Source: an optimization exercise on an open RTL-to-GDS flow (aim: small area, a short achievable clock period and few clock cycles). Production flows keep margins and buffers that such runs may drop.
Where RTL was checked, it was by simulation tests only, not by an equivalence proof against the original.
Power figures rest on the tool's default switching activity, not on a simulated workload.

Design LCD_CTRL, start of the top module:
module LCD_CTRL (
  input              clk,
  input              reset,
  input        [3:0] cmd,
  input              cmd_valid,
  input        [7:0] IROM_Q,
  output logic       IROM_rd,
  output logic [5:0] IROM_A,
  output logic       IRAM_valid,
  output logic [7:0] IRAM_D,
  output logic [5:0] IRAM_A,
  output logic       busy,
  output logic       done
);
  logic [7:0]  img [64];
  logic [63:0] vld;
  logic [2:0] x, y;           
  logic [1:0] ra, rb, ca, cb;
  logic [1:0] dra, drb, dca, dcb;   
  logic       dirty;                
  logic [7:0] W [4];          
  logic [3:0] Wv;             
  logic [3:0] rl;             
  logic       pend;           
  logic       is_alu;         
  logic [1:0] alu_op;         
  logic [3:0] from1;          
  logic       wr_act;         
  logic       avgok, uni;     
  logic [3:0] rs [2], cs [2];
  logic [5:0] wa [4];
  always_comb
    for (int k = 0; k < 4; k++)
      wa[k] = {k[1] ? rb : ra, k[1], k[0] ? cb : ca, k[0]};
  logic [7:0] L  [4];
  logic [3:0] LV;
  always_comb
    for (int k = 0; k < 4; k++) begin
      L[k]  = 8'd0;
      LV[k] = 1'b0;
      for (int q = 0; q < 16; q++)
        if (rs[k / 2][q / 4] && cs[k % 2][q % 4]) begin
          L[k]  = L[k]  | img[(q / 4) * 16 + (k / 2) * 8 + (q % 4) * 2 + k % 2];
          LV[k] = LV[k] | vld[(q / 4) * 16 + (k / 2) * 8 + (q % 4) * 2 + k % 2];
        end
    end
  logic ready, exec, ldst, hit, is_avg;
  assign is_avg = is_alu && alu_op == 2'd2;
  ...
==> flow/config.mk <==
export PLATFORM = sky130hd
export DESIGN_NAME = LCD_CTRL
export DESIGN_NICKNAME = LCD_CTRL
export VERILOG_FILES = /design/flow/design.v
export SDC_FILE = /design/flow/constraint.sdc
export NUM_CORES = 8
export LEC_CHECK = 0
export CAP_MARGIN = 20
export CORE_MARGIN = 2
export CORE_UTILIZATION = 50
export CTS_CLUSTER_DIAMETER = 120
export CTS_CLUSTER_SIZE = 25
export SLEW_MARGIN = 20
==> flow/constraint.sdc <==
create_clock -name core_clock -period 12.0 [get_ports {clk}]
set_input_delay 2.4000 -clock core_clock [delete_from_list [all_inputs] [get_ports {clk}]]
set_output_delay 2.4000 -clock core_clock [all_outputs]
set_load 0.01 [all_outputs]
standard.sh (not shown) runs the stock make flow with config.mk's settings and CLKGATE_MAP_FILE= SYNTH_SCRIPT=/design/flow/synth_recipe.tcl, a recipe that flattens the netlist after the stock synthesis.
==> flow/flow/run.sh <==
#!/bin/bash
# Standard layout, with plain port buffers and timing repair aiming past the clock period.
set -euo pipefail
bash standard.sh SETUP_SLACK_MARGIN=8.2 "BUFFER_PORTS_ARGS=-buffer_cell sky130_fd_sc_hd__buf_4" finish > make.log 2>&1
Testbench counts at the start, summed over its fixed seeds: cycles 5,646.
Change:
--- a/flow/design.v
+++ b/flow/design.v
@@ -113,33 +113,36 @@
   for (genvar p = 0; p < 64; p++) begin : g_pix
     localparam int R = p / 8, C = p % 8, KC = (R % 2) * 2 + (C % 2);
     logic wen;
     assign wen = dirty && ((R % 2) ? (R / 2 == drb) : (R / 2 == dra)) &&
                           ((C % 2) ? (C / 2 == dcb) : (C / 2 == dca));
     always_ff @(posedge clk)
       if (wen) img[p] <= W[KC];
     always_ff @(posedge clk or posedge reset)
       if (reset) vld[p] <= 1'b0;
       else if (hit && IROM_A == 6'(p)) vld[p] <= 1'b1;
   end
   logic       acc, is_wr, is_data, wr_start;
+  logic [15:0] c;            
+  always_comb
+    for (int i = 0; i < 16; i++) c[i] = (cmd == 4'(i));
   assign acc      = cmd_valid & !busy;
-  assign is_wr    = (cmd == 4'd0) || (cmd >= 4'd12);
-  assign is_data  = (cmd >= 4'd5) && (cmd <= 4'd11);
+  assign is_wr    = c[0] | c[12] | c[13] | c[14] | c[15];
+  assign is_data  = |c[11:5];
   assign wr_start = acc & is_wr;
   logic       mu, md, ml, mr;       
-  assign mu = acc && cmd == 4'd1 && y != 3'd1;
-  assign md = acc && cmd == 4'd2 && y != 3'd7;
-  assign ml = acc && cmd == 4'd3 && x != 3'd1;
-  assign mr = acc && cmd == 4'd4 && x != 3'd7;
+  assign mu = acc && c[1] && y != 3'd1;
+  assign md = acc && c[2] && y != 3'd7;
+  assign ml = acc && c[3] && x != 3'd1;
+  assign mr = acc && c[4] && x != 3'd7;
   logic [2:0] ym1, yp1, xm1, xp1, ym2, xm2;
   assign ym1 = y - 3'd1;
   assign yp1 = y + 3'd1;
   assign ym2 = y - 3'd2;
   assign xm1 = x - 3'd1;
   assign xp1 = x + 3'd1;
   assign xm2 = x - 3'd2;
   logic [2:0] nx, ny;
   logic [1:0] nra, nrb, nca, ncb;
   logic [3:0] nrl;
   logic [5:0] na;
   always_comb begin
@@ -173,55 +176,46 @@
       na  = {ra, 1'b0, xm2};
     end
     if (mr) begin
       nx  = xp1;
       nca = xp1[2:1];
       ncb = x[2:1];
       nrl = x[0] ? 4'b0101 : 4'b1010;
       na  = {ra, 1'b0, xp1};
     end
   end
   logic       cw_cls;
   logic [3:0] nfrom1;
-  assign cw_cls = (cmd == 4'd9) ^ x[0] ^ y[0];
+  assign cw_cls = c[9] ^ x[0] ^ y[0];
   always_comb
     for (int k = 0; k < 4; k++)
-      nfrom1[k] = (cmd == 4'd11) | ((cmd == 4'd8 || cmd == 4'd9) & ((k[1] == k[0]) ^ cw_cls));
+      nfrom1[k] = c[11] | ((c[8] | c[9]) & ((k[1] == k[0]) ^ cw_cls));
   logic spec, fast, nwr;
   assign fast = wr_start & spec & !vld[0];
   assign nwr  = wr_start | (wr_act & (IROM_A != 6'd63));
-  logic [5:0] nrd;
-  logic [1:0] nr0, nr1, nc0, nc1;
-  assign nrd = (wr_start & !fast) ? 6'd0 : IROM_A + 6'd1;
-  always_comb
-    if (nwr) begin
-      nr0 = nrd[5:4];
-      nr1 = nrd[5:4];
-      nc0 = nrd[2:1];
-      nc1 = nrd[2:1];
-    end else begin
-      nr0 = nra;
-      nr1 = nrb;
-      nc0 = nca;
-      nc1 = ncb;
-    end
+  logic [5:0] nrd, wpix;
+  assign nrd  = (wr_start & !fast) ? 6'd0 : IROM_A + 6'd1;
+  assign wpix = wr_act ? IROM_A + 6'd1 : {5'd0, spec & !vld[0]};
+  function automatic logic [3:0] oh(input logic [1:0] v);
+    oh = 4'b1 << v;
+  endfunction
   always_ff @(posedge clk) begin
-    rs[0] <= 4'b1 << nr0;
-    rs[1] <= 4'b1 << nr1;
-    cs[0] <= 4'b1 << nc0;
-    cs[1] <= 4'b1 << nc1;
+    rs[0] <= mu ? oh(ym1[2:1]) : md ? oh(yp1[2:1]) : (ml | mr) ? oh(ra) : oh(wpix[5:4]);
+    rs[1] <= mu ? oh(ym2[2:1]) : md ? oh(y[2:1])   : (ml | mr) ? oh(rb) : oh(wpix[5:4]);
+    cs[0] <= ml ? oh(xm1[2:1]) : mr ? oh(xp1[2:1]) : (mu | md) ? oh(ca) : oh(wpix[2:1]);
+    cs[1] <= ml ? oh(xm2[2:1]) : mr ? oh(x[2:1])   : (mu | md) ? oh(cb) : oh(wpix[2:1]);
   end
   logic npend, nis_avg, navgok, nuni;
   assign npend   = acc ? is_data : (pend & !exec);
-  assign nis_avg = acc ? (cmd == 4'd7) : is_avg;
+  assign nis_avg = acc ? c[7] : is_avg;
   assign navgok  = !(hit | (|rl));
   assign nuni    = (exec & is_alu) | (uni & !(hit | (|rl)));
   always_ff @(posedge clk or posedge reset)
     if (reset) begin
       x      <= 3'd4;
       y      <= 3'd4;
       ra     <= 2'd2;
       rb     <= 2'd1;
       ca     <= 2'd2;
       cb     <= 2'd1;
       dirty  <= 1'b0;
       rl     <= 4'd0;
@@ -239,26 +233,26 @@
       rl     <= nrl;
       uni    <= nuni;
       wr_act <= nwr;
       pend   <= npend;
     end
   always_ff @(posedge clk) begin
     dra   <= ra;
     drb   <= rb;
     dca   <= ca;
     dcb   <= cb;
     avgok <= navgok;
     if (acc) begin
-      is_alu <= cmd <= 4'd7;
-      alu_op <= 2'(cmd - 4'd5);
+      is_alu <= c[5] | c[6] | c[7];
+      alu_op <= {c[7], c[6]};
       from1  <= nfrom1;
     end
   end
   logic [3:0] need;
   assign need = ~nWv;
   always_ff @(posedge clk or posedge reset)
     if (reset) begin
       IROM_rd <= 1'b0;
       IROM_A  <= 6'd27;
       spec    <= 1'b0;
     end else begin
       spec <= 1'b0;
What happened: The new run ran to the end with no violations; cell area rises by 1.4%; fmax falls by 3.2%; first-iteration DRC count rises by 19%; utilization rises by 0.55 points; wire length rises by about 1.4%; total power falls by about 8%; clock-buffer cell count rises by 1; final cell count rises by 0.68%; via count rises by 1.6%; register-to-register slack got worse by 0.13 ns; combinational power falls by 14%.
The RTL of the second run of this note was laid out without a check of its function.

---

## the reference run
Another version of the RTL of LCD_CTRL (not shown whole).
For scale: about 2300 cells after synthesis, about 680 flip-flops, ~39 I/O pins, roughly 30000 um2 of cells after synthesis.
==> flow/config.mk <==
export PLATFORM = sky130hd
export DESIGN_NAME = LCD_CTRL
export DESIGN_NICKNAME = LCD_CTRL
export VERILOG_FILES = /design/flow/design.v
export SDC_FILE = /design/flow/constraint.sdc
export NUM_CORES = 8
export LEC_CHECK = 0
export CAP_MARGIN = 20
export CORE_MARGIN = 2
export CORE_UTILIZATION = 50
export CTS_CLUSTER_DIAMETER = 120
export CTS_CLUSTER_SIZE = 25
export SLEW_MARGIN = 20
==> flow/constraint.sdc <==
create_clock -name core_clock -period 12.0 [get_ports {clk}]
set_input_delay 2.4000 -clock core_clock [delete_from_list [all_inputs] [get_ports {clk}]]
set_output_delay 2.4000 -clock core_clock [all_outputs]
set_load 0.01 [all_outputs]
==> flow/flow/run.sh <==
#!/bin/bash
# Standard layout, with plain port buffers and timing repair aiming past the clock period.
set -euo pipefail
bash standard.sh SETUP_SLACK_MARGIN=8.4 "BUFFER_PORTS_ARGS=-buffer_cell sky130_fd_sc_hd__buf_4" finish > make.log 2>&1
The reference run: no failed stages, no open violations at the end
Input-level comparison between the trial run and the reference run:
--- a/flow/design.v
+++ b/flow/design.v
@@ -38,38 +38,32 @@
     for (int k = 0; k < 4; k++) begin
       L[k]  = 8'd0;
       LV[k] = 1'b0;
       for (int q = 0; q < 16; q++)
         if (rs[k / 2][q / 4] && cs[k % 2][q % 4]) begin
           L[k]  = L[k]  | img[(q / 4) * 16 + (k / 2) * 8 + (q % 4) * 2 + k % 2];
           LV[k] = LV[k] | vld[(q / 4) * 16 + (k / 2) * 8 + (q % 4) * 2 + k % 2];
         end
     end
   logic ready, exec, ldst, hit, is_avg;
-  logic [3:0] ldhit, land;
   assign is_avg = is_alu && alu_op == 2'd2;
-  assign ready = is_alu ? &Wv : &(Wv | land);
+  assign ready = &Wv;
   assign exec  = pend & ready;
   assign ldst  = IROM_rd & !wr_act;
   logic [1:0] ik;
   assign ik  = {IROM_A[3], IROM_A[0]};
   assign hit = ldst && (IROM_A[5:4] == (IROM_A[3] ? rb : ra)) &&
                        (IROM_A[2:1] == (IROM_A[0] ? cb : ca)) &&
                        !(rl[ik] ? LV[ik] : Wv[ik]);
-  logic inw;
-  assign inw = ldst && (IROM_A[5:4] == (IROM_A[3] ? rb : ra)) &&
-                       (IROM_A[2:1] == (IROM_A[0] ? cb : ca));
+  logic [3:0] ldhit;
   always_comb
-    for (int k = 0; k < 4; k++) begin
-      ldhit[k] = hit && (ik == 2'(k));
-      land[k]  = inw && (ik == 2'(k)) && !Wv[k];
-    end
+    for (int k = 0; k < 4; k++) ldhit[k] = hit && (ik == 2'(k));
   function automatic logic ge8(input logic [7:0] a, input logic [7:0] b);
     logic [7:0] g, p;
     logic [3:0] g2, p2;
     logic [1:0] g4, p4;
     for (int i = 0; i < 8; i++) begin
       g[i] = a[i] & ~b[i];
       p[i] = a[i] | ~b[i];
     end
     for (int i = 0; i < 4; i++) begin
       g2[i] = g[2*i+1] | (p[2*i+1] & g[2*i]);
@@ -108,32 +102,29 @@
   logic [7:0] wb [4];
   always_comb
     for (int k = 0; k < 4; k++) begin
       wb[k] = is_avg ? avg : 8'd0;
       for (int i = 0; i < 4; i++)
         if ((is_alu && s[i]) ||
             (!is_alu && i == (k ^ 1) && from1[k]) ||
             (!is_alu && i == (k ^ 2) && !from1[k]))
           wb[k] = wb[k] | W[i];
     end
-  logic [3:0] lt;
-  always_comb
-    for (int k = 0; k < 4; k++) lt[k] = !is_alu && (from1[k] ? land[k ^ 1] : land[k ^ 2]);
   always_ff @(posedge clk)
     for (int k = 0; k < 4; k++)
-      if (exec && !lt[k])               W[k] <= wb[k];
-      else if (exec ? lt[k] : ldhit[k]) W[k] <= IROM_Q;
-      else if (rl[k])                   W[k] <= L[k];
+      if (exec)          W[k] <= wb[k];
+      else if (ldhit[k]) W[k] <= IROM_Q;
+      else if (rl[k])    W[k] <= L[k];
   logic [3:0] nWv;
   always_comb
     for (int k = 0; k < 4; k++)
-      nWv[k] = exec | ldhit[k] | (rl[k] ? LV[k] : Wv[k]);
+      nWv[k] = ldhit[k] | (rl[k] ? LV[k] : Wv[k]);
   always_ff @(posedge clk or posedge reset)
     if (reset) Wv <= 4'd0;
     else Wv <= nWv;
   for (genvar p = 0; p < 64; p++) begin : g_pix
     localparam int R = p / 8, C = p % 8, KC = (R % 2) * 2 + (C % 2);
     logic wen;
     assign wen = dirty && ((R % 2) ? (R / 2 == drb) : (R / 2 == dra)) &&
                           ((C % 2) ? (C / 2 == dcb) : (C / 2 == dca));
     always_ff @(posedge clk)
       if (wen) img[p] <= W[KC];
@@ -217,24 +208,22 @@
   assign wpix = IROM_A + 6'd1;
   function automatic logic [3:0] oh(input logic [1:0] v);
     oh = 4'b1 << v;
   endfunction
   always_ff @(posedge clk) begin
     rs[0] <= mu ? oh(ym1[2:1]) : md ? oh(yp1[2:1]) : wr_act ? oh(wpix[5:4]) : oh(ra);
     rs[1] <= mu ? oh(ym2[2:1]) : md ? oh(y[2:1])   : wr_act ? oh(wpix[5:4]) : oh(rb);
     cs[0] <= ml ? oh(xm1[2:1]) : mr ? oh(xp1[2:1]) : wr_act ? oh(wpix[2:1]) : oh(ca);
     cs[1] <= ml ? oh(xm2[2:1]) : mr ? oh(x[2:1])   : wr_act ? oh(wpix[2:1]) : oh(cb);
   end
-  logic npend, nperm, one;
+  logic npend;
   assign npend   = acc ? is_data : (pend & !exec);
-  assign nperm   = acc ? (c[8] | c[9] | c[10] | c[11]) : !is_alu;
-  assign one     = (need == 4'b0001) | (need == 4'b0010) | (need == 4'b0100) | (need == 4'b1000);
   always_ff @(posedge clk or posedge reset)
     if (reset) begin
       x      <= 3'd4;
       y      <= 3'd4;
       ra     <= 2'd2;
       rb     <= 2'd1;
       ca     <= 2'd2;
       cb     <= 2'd1;
       dirty  <= 1'b0;
       rl     <= 4'd0;
@@ -293,17 +282,17 @@
   always_ff @(posedge clk or posedge reset)
     if (reset) begin
       IRAM_valid <= 1'b0;
       wfirst     <= 1'b0;
       done       <= 1'b0;
       busy       <= 1'b0;
     end else begin
       IRAM_valid <= wr_act | fast;
       wfirst     <= wr_start;
       done       <= IRAM_valid && !wr_act;
-      busy       <= nwr | IRAM_valid | (npend & !(&nWv) & !(nperm & one));
+      busy       <= nwr | IRAM_valid | (npend & !(&nWv));
     end
   always_ff @(posedge clk) begin
     IRAM_A <= IROM_A;
     IRAM_D <= (pv & !fast) ? pd : IROM_Q;
   end
 endmodule
Notes after the runs:
The trial run completed every stage of the flow, and the final layout passed the timing, DRC and antenna checks.
Compared with the reference run, final weighted congestion in routability-driven placement in the trial run decreased by a few percent.
[compare] base=the reference run new=the trial run: worst IR drop on VDD decreased by about 47% relative to the old numbers, post-CTS repair timing setup buffer count down 9, power consumption -25%, total combinational power -about 44%.
Reported for the reference run and the trial run, number of buffer cells added on primary ports turned out identical to the last digit.
The reference run was larger in final cell area than the trial run.
In the flow results for the reference run and the trial run, the synthesized instance count is larger on the reference run.
Of the two values seen for kind of critical path, flop to flop was produced by the reference run and flop to primary output by the trial run.
When the final numbers for the reference run and the trial run were put side by side, the worst hold slack turned out to be smaller in the reference run.
The run showing the greater met2 wirelength from detailed routing is the reference run.
Per the comparison of the trial run with the reference run, number of library cell types mapped by synthesis saw a decrease; met3 demand-to-capacity share in global routing -0.80 points; time the final worst path needs with I/O delays and setup shows a reduction of 0.057 ns.
No run of this note included a check of the RTL's function; only the layout flow was run.

==> port drivers added, routing unchanged <==
Ports are ideal in the flow. The routed layouts listed here were re-timed in OpenROAD. Step 1: set_driving_cell puts a clkbuf_16 on clk and a buf_2 on each other input, an assumption about the parent block. Step 2 moves the port delays by t, midway between the first and last clock arrival at a register: inputs arrive t later, outputs are due t later. That takes back most of the time a late clock gives input paths. Slacks: ideal ports / drivers / drivers and shift; pairs: ideal ports / drivers.
| run | t, ns | slack for setup (ns) | clock arrival spread, ns |
|---|---|---|---|
| the first run of note 1 | 0.692 | 8.169 / 8.150 / 7.592 | 0.023 / 0.024 |
| the second run of note 1 | 0.696 | 8.041 / 8.041 / 7.657 | 0.044 / 0.044 |
| the reference run | 0.698 | 8.321 / 8.294 / 7.845 | 0.044 / 0.045 |
| the trial run | 0.678 | 8.378 / 8.318 / 7.880 | 0.034 / 0.034 |
After both steps every run listed still meets setup and hold. The setup slack of the first run of note 1, which loses most, moves by -0.019 ns with the drivers and by -0.577 ns with both steps.
